Source: an optimization exercise on an open RTL-to-GDS flow (aim: small area). Production flows keep margins and buffers that such runs may drop. Function was checked by simulation only, so behaviour that the tests miss may differ from the original. Power figures rest on the tool's default switching activity, not on a simulated workload.

[design.v]
`timescale 1ns / 1ps
module clock_divider(
    input wire CLK100MHZ,
    input wire reset,
    input wire [7:0] divide,
    input wire count_enable,
    output wire count_end
    );
reg[7:0] count;
assign count_end = (count == 8'h0);
always @(posedge CLK100MHZ) begin
    if(reset) begin
        count[7:0] <= 8'h0;
    end
    else begin
        if(count_enable == 1'b1) begin
            count[7:0] <= count[7:0] - 8'h1;
            if( count[7:0] == 8'h0 ) begin
                count[7:0] <= {1'b0,divide[7:1]} - 8'h1;
            end
        end
        else begin
            count[7:0] <= {1'b0,divide[7:1]} - 8'h1;
        end
    end
end
endmodule
`timescale 1ns / 1ps
module shift_register_out(
    input wire CLK100MHZ,
    input wire reset,
    input wire lsb_first,
    input wire data_load,
    input wire [31:0] data_in,
    input wire write,
    output wire sdo
    );
reg [33:0] data;
assign sdo = (lsb_first)? data[0]:data[33];
always @(posedge CLK100MHZ) begin
    if(reset) begin
        data[33:0] <= 34'h0;
    end
    else begin
        if(write == 1'b1) begin
            data[33:0] <= {1'b0,data_in[31:0],1'b0};
        end
        else if(data_load == 1'b1) begin
            if( lsb_first == 1'b1 ) begin
                data[33:0] <= {1'b0, data[33:1]};
            end
            else begin
                data[33:0] <= {data[32:0], 1'b0};
            end
        end
    end
end
endmodule
`timescale 1ns / 1ps
module shift_register_in(
    input wire CLK100MHZ,
    input wire reset,
    input wire lsb_first,
    input wire data_load,
    input wire sdi,
    input wire clear_register,
    output wire [31:0] data_out
    );
reg[31:0] data;
assign data_out[31:0] = data[31:0];
always@(posedge CLK100MHZ) begin
    if(reset) begin
        data[31:0] <= 32'h0;
    end
    else begin
        if( clear_register == 1'b1) begin
            data[31:0] <= 32'b0;
        end
        else if(data_load == 1'b1) begin
            if(lsb_first == 1'b1) begin
                data[31:0] <= {data[30:0], sdi};
            end
            else begin
                data[31:0] <= {sdi,data[31:1]};
            end
        end
    end
end
endmodule
`timescale 1ns / 1ps
module spi_fsm_module
#(
    parameter NUM_CS = 1
)
(
    input  wire CLK100MHZ,
    input  wire reset,
    input  wire [31:0] spi_config_in,
    input  wire spi_config_selected,
    input  wire [31:0] spi_data_in,
    input  wire spi_data_selected,
    input  wire sdi,
    output wire busy,
    output wire [31:0] spi_data_out,
    output wire data_write,
    output wire sdo,
    output wire cpha,
    output wire cpol,
    output wire cspol,
    output wire slave_en,
    output wire cs_next,
    output wire sck_next,
    output wire[NUM_CS-1:0] cs_val
);
reg config_lsb_first;
reg config_slave_en;
reg config_end_spi;
reg[4:0] config_dummy;
reg[7:0] config_cs;
reg[4:0] config_length;
reg config_cspol;
reg config_cpol;
reg config_cpha;
reg[7:0] clk_div;
reg busy_state;
reg spi_start;
reg [4:0] data_remain;
reg data_load;
reg sck_next_state;
reg cs_next_state;
reg spi_counter_state;
reg write_en;
reg initialize_reg;
reg [31:0] data_buffer;
wire spi_counter_end;
wire reduced_config_cpha;
typedef enum logic [3:0] {IDLE, LOW, HIGH, WAIT_LOW, LAST_HIGH, LAST_LOW, EXTEND_LOW} state_type;
state_type spi_fsm_state;
assign busy = busy_state;
assign cpha = config_cpha;
assign cpol = config_cpol;
assign cspol = config_cspol;
assign slave_en = config_slave_en;
assign cs_next = cs_next_state;
assign sck_next = sck_next_state;
assign cs_val[NUM_CS-1:0] = config_cs[NUM_CS-1:0];
assign reduced_config_cpha = config_cpha ^ config_slave_en;
assign data_write = write_en;
clock_divider clock_divider_0 (
    .CLK100MHZ(CLK100MHZ),
    .reset(reset),
    .divide(clk_div),
    .count_enable(spi_counter_state),
    .count_end(spi_counter_end)
);
shift_register_out shift_register_out_0(
    .CLK100MHZ(CLK100MHZ),
    .reset(reset),
    .lsb_first(config_lsb_first),
    .data_load(data_load),
    .data_in(data_buffer),
    .write(initialize_reg),
    .sdo(sdo)
);
shift_register_in shift_register_in_0(
    .CLK100MHZ(CLK100MHZ),
    .reset(reset),
    .lsb_first(config_lsb_first),
    .data_load(data_load),
    .sdi(sdi),
    .clear_register(initialize_reg),
    .data_out(spi_data_out)
);
always @(posedge CLK100MHZ) begin
    if(reset) begin
        spi_start <= 1'b0;
        data_buffer[31:0] <= 32'h0;
        {config_lsb_first, config_slave_en, config_end_spi, config_dummy, config_cs, config_length, config_cspol, config_cpol, config_cpha, clk_div} <= 32'h0;
    end
    else begin
        if( spi_config_selected & ~busy_state) begin
            {config_lsb_first, config_slave_en, config_end_spi, config_dummy, config_cs, config_length, config_cspol, config_cpol, config_cpha, clk_div} <= spi_config_in;
        end
        spi_start <= spi_data_selected & ~busy_state;
        data_buffer[31:0] <= spi_data_in[31:0];
    end
end
always @(posedge CLK100MHZ) begin
    if(reset) begin
        busy_state <= 1'b0;
        spi_fsm_state <= IDLE;
        data_remain[4:0] <= 5'h0;
        data_load <= 1'b0;
        sck_next_state <= 1'b0;
        cs_next_state <= 1'b0;
        spi_counter_state <= 1'b0;
        write_en <= 1'b0;
        initialize_reg <= 1'b0;
    end
    else begin
        case(spi_fsm_state)
            IDLE:
            begin
                data_remain[4:0] <= config_length[4:0];
                if(spi_start == 1'b1) begin
                    busy_state <= 1'b1;
                    cs_next_state <= 1'b1;
                    if(reduced_config_cpha == 1'b0) begin
                        data_load <= 1'b1;
                        spi_fsm_state <= LOW;
                    end
                    else begin
                        data_load <= 1'b0;
                        spi_fsm_state <= EXTEND_LOW;
                    end
                    spi_counter_state <= 1'b1;
                    sck_next_state <= 1'b0;
                    write_en <= 1'b0;
                    initialize_reg <= 1'b0;
                end
                else begin
                    cs_next_state <= 1'b0;
                    sck_next_state <= 1'b0;
                    busy_state <= spi_data_selected;
                    data_load <= 1'b0;
                    spi_counter_state <= 1'b0;
                    initialize_reg <= 1'b1;
                    write_en <= 1'b0;
                end
            end
            LOW:
            begin
                initialize_reg <= 1'b0;
                if(spi_counter_end == 1'b1) begin
                    if(data_remain[4:0] == 5'h0) begin
                        spi_fsm_state <= LAST_HIGH;
                        sck_next_state <= 1'b1;
                        if( reduced_config_cpha == 1'b1 ) begin
                            data_load <= 1'b1;
                        end
                        else begin
                            data_load <= 1'b0;
                        end
                    end
                    else begin
                        spi_fsm_state <= HIGH;
                        sck_next_state <= 1'b1;
                        if( reduced_config_cpha == 1'b1 ) begin
                            data_load <= 1'b1;
                        end
                        else begin
                            data_load <= 1'b0;
                        end
                    end
                end
                else begin
                    sck_next_state <= 1'b0;
                    data_load <= 1'b0;
                end
            end
            HIGH:
            begin
                if( spi_counter_end == 1'b1 ) begin
                    data_remain[4:0] <= data_remain[4:0] - 5'h1;
                    spi_fsm_state <= LOW;
                    if( reduced_config_cpha == 1'b1 ) begin
                        data_load <= 1'b0;
                    end
                    else begin
                        data_load <= 1'b1;
                    end
                    sck_next_state <= 1'b0;
                end
                else begin
                    sck_next_state <= 1'b1;
                    data_load <= 1'b0;
                end
            end
            WAIT_LOW:
            begin
                data_remain[4:0] <= config_length[4:0];
                if(spi_start == 1'b1) begin
                    busy_state <= 1'b1;
                    if(reduced_config_cpha == 1'b0) begin
                        spi_fsm_state <= LOW;
                        data_load <= 1'b1;
                    end
                    else begin
                        spi_fsm_state <= EXTEND_LOW;
                        data_load <= 1'b0;
                    end
                    write_en <= 1'b0;
                    spi_counter_state <= 1'b1;
                    initialize_reg <= 1'b0;
                    sck_next_state <= 1'b0;
                end
                else begin
                    initialize_reg <= 1'b1;
                    spi_counter_state <= 1'b0;
                    busy_state <= 1'b0;
                    data_load <= 1'b0;
                    write_en <= 1'b0;
                    sck_next_state <= 1'b0;
                end
            end
            LAST_HIGH:
            begin
                if(spi_counter_end == 1'b1) begin
                    spi_fsm_state <= LAST_LOW;
                    if( reduced_config_cpha == 1'b1 ) begin
                        data_load <= 1'b0;
                    end
                    else if( config_slave_en == 1'b0) begin
                        data_load <= 1'b1;
                    end
                    sck_next_state <= 1'b0;
                end
                else begin
                    sck_next_state <= 1'b1;
                    data_load <= 1'b0;
                end
            end
            LAST_LOW:
            begin
                if(spi_counter_end == 1'b1) begin
                    if(config_end_spi == 1'b1) begin
                        sck_next_state <= 1'b0;
                        spi_fsm_state <= IDLE;
                        data_load <= 1'b0;
                        busy_state <= 1'b1;
                        write_en <= config_slave_en;
                        cs_next_state <= 1'b0;
                    end
                    else begin
                        spi_fsm_state <= WAIT_LOW;
                        sck_next_state <= 1'b0;
                        data_load <= 1'b0;
                        busy_state <= 1'b1;
                        write_en <= config_slave_en;
                    end
                end
                else begin
                    sck_next_state <= 1'b0;
                    data_load <= 1'b0;
                end
            end
            EXTEND_LOW:
            begin
                initialize_reg <= 1'b0;
                if(spi_counter_end == 1'b1) begin
                    begin
                        spi_fsm_state <= LOW;
                        sck_next_state <= 1'b0;
                        data_load <= 1'b0;
                    end
                end
                else begin
                    sck_next_state <= 1'b0;
                    data_load <= 1'b0;
                end
            end
        endcase
    end
end
endmodule
`timescale 1ns / 1ps
module spi_multiple_single_output
#(
    parameter NUM_CS = 1
)
(
    input wire CLK100MHZ,
    input wire cpol,
    input wire cspol,
    input wire slave_en,
    input wire cs_next,
    input wire sdo,
    input wire sck_next,
    input wire [NUM_CS - 1:0]cs_val,
    output wire io_out,
    output wire io_oe,
    output wire sck,
    output wire [NUM_CS - 1:0] cs
);
genvar i;
reg sck_buffer;
reg[NUM_CS -1 :0] cs_buffer;
generate
    for (i = 0; i < NUM_CS; i = i + 1) begin : io_buf_gen
        always @(posedge CLK100MHZ) begin
            cs_buffer[i] <= ~ ( cspol ^( cs_next && cs_val[i] ));
        end
    end
endgenerate
assign io_out = sdo;
assign io_oe = ~slave_en;
assign sck = sck_buffer;
assign cs[NUM_CS-1:0] = cs_buffer[NUM_CS-1:0];
always @(posedge CLK100MHZ) begin
    sck_buffer <= sck_next ^ cpol;
end
endmodule
`timescale 1ns / 1ps
module dac8734_spi (
    input  wire        clk,
    input  wire        reset,
    input  wire [31:0] spi_config_in,
    input  wire        spi_config_selected,
    input  wire [31:0] spi_data_in,
    input  wire        spi_data_selected,
    input  wire        sdi,
    output wire        busy,
    output wire [31:0] spi_data_out,
    output wire        data_write,
    output wire        io_out,
    output wire        io_oe,
    output wire        sck,
    output wire [7:0]  cs
);
localparam NUM_CS = 8;
wire sdo;
wire cpha;
wire cpol;
wire cspol;
wire slave_en;
wire cs_next;
wire sck_next;
wire [NUM_CS-1:0] cs_val;
spi_fsm_module #(
    .NUM_CS                              (NUM_CS)
) spi_fsm_inst (
    .CLK100MHZ                           (clk),
    .reset                               (reset),
    .spi_config_in                       (spi_config_in),
    .spi_config_selected                 (spi_config_selected),
    .spi_data_in                         (spi_data_in),
    .spi_data_selected                   (spi_data_selected),
    .sdi                                 (sdi),
    .busy                                (busy),
    .spi_data_out                        (spi_data_out),
    .data_write                          (data_write),
    .sdo                                 (sdo),
    .cpha                                (cpha),
    .cpol                                (cpol),
    .cspol                               (cspol),
    .slave_en                            (slave_en),
    .cs_next                             (cs_next),
    .sck_next                            (sck_next),
    .cs_val                              (cs_val)
);
spi_multiple_single_output #(
    .NUM_CS                              (NUM_CS)
) spi_mso_inst (
    .CLK100MHZ                           (clk),
    .cpol                                (cpol),
    .cspol                               (cspol),
    .slave_en                            (slave_en),
    .cs_next                             (cs_next),
    .sdo                                 (sdo),
    .sck_next                            (sck_next),
    .cs_val                              (cs_val),
    .io_out                              (io_out),
    .io_oe                               (io_oe),
    .sck                                 (sck),
    .cs                                  (cs)
);
endmodule
[constraint.sdc]
create_clock -name core_clock -period 10.0 [get_ports {clk}]
set_input_delay 2.0000 -clock core_clock [delete_from_list [all_inputs] [get_ports {clk}]]
set_output_delay 2.0000 -clock core_clock [all_outputs]
set_load 0.01 [all_outputs]
[config.mk]
export PLATFORM = sky130hd
export DESIGN_NAME = dac8734_spi
export DESIGN_NICKNAME = dac8734_spi
export VERILOG_FILES = /design/flow/design.v
export SDC_FILE = /design/flow/constraint.sdc
export NUM_CORES = 4
export LEC_CHECK = 0
export CAP_MARGIN = 20
export CORE_MARGIN = 2
export CORE_UTILIZATION = 40
export SLEW_MARGIN = 20
[run.sh]
#!/bin/bash
# synth_recipe.tcl (not shown) runs the flow's synth.tcl, then flattens the netlist and writes it again
# the make line also repeats each setting of config.mk as NAME=value (left out here)
make -C /OpenROAD-flow-scripts/flow DESIGN_CONFIG=/design/flow/config.mk WORK_HOME=/design/flow/orfs CLKGATE_MAP_FILE= SYNTH_SCRIPT=/design/flow/synth_recipe.tcl finish
==> flow_metrics.env <==
export IMPL_grt_remaining_overflow=0
export IMPL_async_flop_share_pct=0
export IMPL_cts_root_buf="clkbuf_16"
export IMPL_relSlewSlack_pct=25.4
export IMPL_grt_pass1_wl_um=25200
export IMPL_critPathKind="reg -> out"
export IMPL_gp_congestion=0.836
export IMPL_die_h_um=136
export IMPL_finalMaxSlewViolations=0
export IMPL_largest_register_ffs=34
export IMPL_cts_buffers=17
export IMPL_instances_no_fill=1093
export IMPL_start_util_pct=40.5
export IMPL_power_leakage_nw=2.94
export IMPL_top_regs="spi_fsm_inst.shift_register_out_0.data (34), spi_fsm_inst.data_buffer (32), spi_fsm_inst.shift_register_in_0.data (32)"
export IMPL_syn_area_per_cell_um2=8.77
export IMPL_ios=114
export IMPL_drt_total_wl_um=15300
export IMPL_ys_types=57
export IMPL_grt_pass1_vias=5192
export IMPL_cts_tree="done"
export IMPL_finalHoldViolCount=0
export IMPL_worst_slew_pin_slew_ns=1.12
export IMPL_outcome="timing/DRC/antenna clean"
export IMPL_drive_above_1_share_pct=6.68
export IMPL_min_period_ns=4.49
export IMPL_fin_crit_sh_pct=44.9
export IMPL_track_usage_pct=17.0
export IMPL_ant_nets=0
export IMPL_syn_instance_count=790
export IMPL_r2r_start="spi_fsm_inst.spi_fsm_state[1]"
export IMPL_synth_flop_cell="dfxtp_1"
export IMPL_coreArea_um2=17100
export IMPL_holdBufCountCts=0
export IMPL_worstPathRequired_ns=8.00
export IMPL_vias=5620
export IMPL_clock_sinks=157
export IMPL_ys_ff_latch=157
export IMPL_crit_path_end="io_out"
export IMPL_cts_setup_buffers=0
export IMPL_nNetsFinal=929
export IMPL_cp_max_fo=68
export IMPL_rsz0062_at_grt="no"
export IMPL_n_antenna_cell=0
export IMPL_r2r_setup_slack_ns=7.38
export IMPL_die_x_um=136
export IMPL_layout_commonest_cell="dfxtp_1"
export IMPL_post_route_drc_count=0
export IMPL_row_count=48
export IMPL_end_kind="output port"
export IMPL_worstHoldStart="spi_fsm_inst.config_cpol"
export IMPL_hold_path_class="reg -> reg"
export IMPL_arrival_ns=2.49
export IMPL_vdd_drop_max_mv=0.130
export IMPL_clock_latency_ns=0.43
export IMPL_finalSetupViolations=0
export IMPL_final_cell_mix="dfxtp_1, nor2_1, clkdlybuf4s50_1"
export IMPL_syn_nets=864
export IMPL_htree_levels=4
export IMPL_clockBufferDepth=2
export IMPL_drt_initial_drc_count=356
export IMPL_critPathLaunchType="register"
export IMPL_clk_pin_slew_worst_paths_ns=0.07
export IMPL_routed_via_density=5.14
export IMPL_areaGrowthSynthToFinish_pct=24.4
export IMPL_setup_tns_ns=0
export IMPL_p_per_area_nw_per_um2=266
export IMPL_port_buffers=107
export IMPL_wl_per_cell_um=14.0
export IMPL_cap_violations=0
export IMPL_die_area_um2=18400
export IMPL_first_pass_iters=4
export IMPL_yosysSeqAreaShare_pct=45.4
export IMPL_ys_warn_count=5
export IMPL_grt_start_max_net_pins=111
export IMPL_dp_cells=1061
export IMPL_largest_register="spi_fsm_inst.shift_register_out_0.data"
export IMPL_fin_skew_ns=0.00925
export IMPL_cts_resized_gates=0
export IMPL_reg2reg_depth=6
export IMPL_startpoint="spi_fsm_inst.config_lsb_first"
export IMPL_antenna_found_initial=0
export IMPL_timing_fmax_mhz=223
export IMPL_synth_enable_flop_cells=0
export IMPL_hpwl_um=9900
export IMPL_syn_area_um2=6930
export IMPL_timing_rr_end="spi_fsm_inst.spi_fsm_state[2]"
==> worst min-delay path by stage <==
stage,to,cells past startpoint
after floorplan,spi_mso_inst.sck_buffer,1
after global placement,spi_mso_inst.sck_buffer,1
after detailed placement,spi_mso_inst.sck_buffer,1
after CTS,spi_mso_inst.sck_buffer,1
after global routing,spi_mso_inst.sck_buffer,1
final,spi_mso_inst.sck_buffer,1
==> synth_stat cells (2+ instances only) <==
master	instances	area [um^2]
dfxtp_1	157	3140
nor2_1	116	435
a21oi_1	77	385
nand2_1	71	267
a211oi_1	70	526
mux2i_1	64	641
clkbuf_1	44	165
nor2b_1	34	213
inv_1	14	52.6
xor2_1	11	96.3
o21ai_0	10	50.1
nand2b_1	9	56.3
buf_2	8	40.0
xnor2_1	8	70.1
buf_1	6	22.5
nor4_1	6	37.5
buf_6	5	56.3
nand3_1	5	25.0
nor3_1	5	25.0
nor3b_1	5	37.5
a221oi_1	4	35.0
a311oi_1	4	35.0
ha_1	4	50.1
o22ai_1	4	25.0
and2_1	3	18.8
o211a_1	3	30.0
or2_2	3	18.8
or3_1	3	18.8
or3b_2	3	26.3
a211o_1	2	17.5
nand4b_1	2	17.5
o211ai_1	2	15.0
o21ai_4	2	32.5
o21ba_2	2	20.0
o31ai_1	2	15.0
==> cell families after synthesis <==
family	Yosys count	share of synthesized area (%)
muxes	65	9.41
adders and majority gates	5	1.01
buffers and inverters	79	5.09
DFF	157	45.4
AOI/OAI and AO/OA	193	18.6
and+or+nand+nor	272	18.1
xor gates and xnor gates	19	2.40
==> stage by stage <==
step	total power [W]	cell area (um^2)	hold WS, ns	util, %	setup WS, ns
final	0.00229	8620	0.434	50.4	5.51
after global routing	0.00245	8620	0.462	50.4	5.42
after CTS	0.00232	8620	0.439	50.4	5.49
after detailed placement	0.00165	8020	0.439	46.8	5.96
after global placement	0.00163	8020	0.441	46.8	5.96
after floorplan	0.00143	6930	0.427	-	6.69
==> power by group <==
part | internal [W] | leakage [nW] | switching, W | total, W
Sequential | 0.000761 | 1.29 | 0.000158 | 0.000919
Combinational | 0.000346 | 1.35 | 0.000377 | 0.000723
Clock | 0.000377 | 0.291 | 0.000274 | 0.000651
Total | 0.00148 | 2.94 | 0.000808 | 0.00229
==> cell type report <==
type                    instances  area (um^2)
clock buffers                  20          478
clock inverters                12          126
fillers                      1604         8500
inverters                      14         52.6
multi-input cells             554         3430
flip-flops and latches        157         3150
well taps                     225          282
repair buffers                111         1100
==> worst max-delay path, stage by stage (launching register included) <==
cell and delay (ns):
dfxtp_4 1.07, mux2_2 0.42, clkdlybuf4s50_1 0.51
==> layer usage <==
metal / wire length [um] / GRT usage [%] / up-vias
li1: - / - / 2898
met1: 7590 / 23.1 / 2604
met2: 6920 / 26.0 / 95
met3: 575 / 3.89 / 23
met4: 261 / 7.23 / 0
met5: 0 / 0 / -

==> static timing again, ports no longer ideal <==
How much do the figures lean on ideal ports? The routed layout below was timed once more, with nothing changed but the port constraints. Step 1 assumes that a clkbuf_16 drives the clock port and a buf_2 every other input. Step 2 times the ports against the registers' clock, not the clock port: input delays grow and output delays shrink by t, the midpoint of the rising clock arrivals with the driver on. Three values: no drivers, after step 1, after step 2; two values: the first two.
shift t [ns]: 0.461
setup WS [ns]: 5.506 / 5.465 / 5.926
pins driven straight from the clock port: 1
After both steps this run still meets setup and hold. The setup slack of this run moves by -0.041 ns with the drivers and by +0.420 ns with both steps.
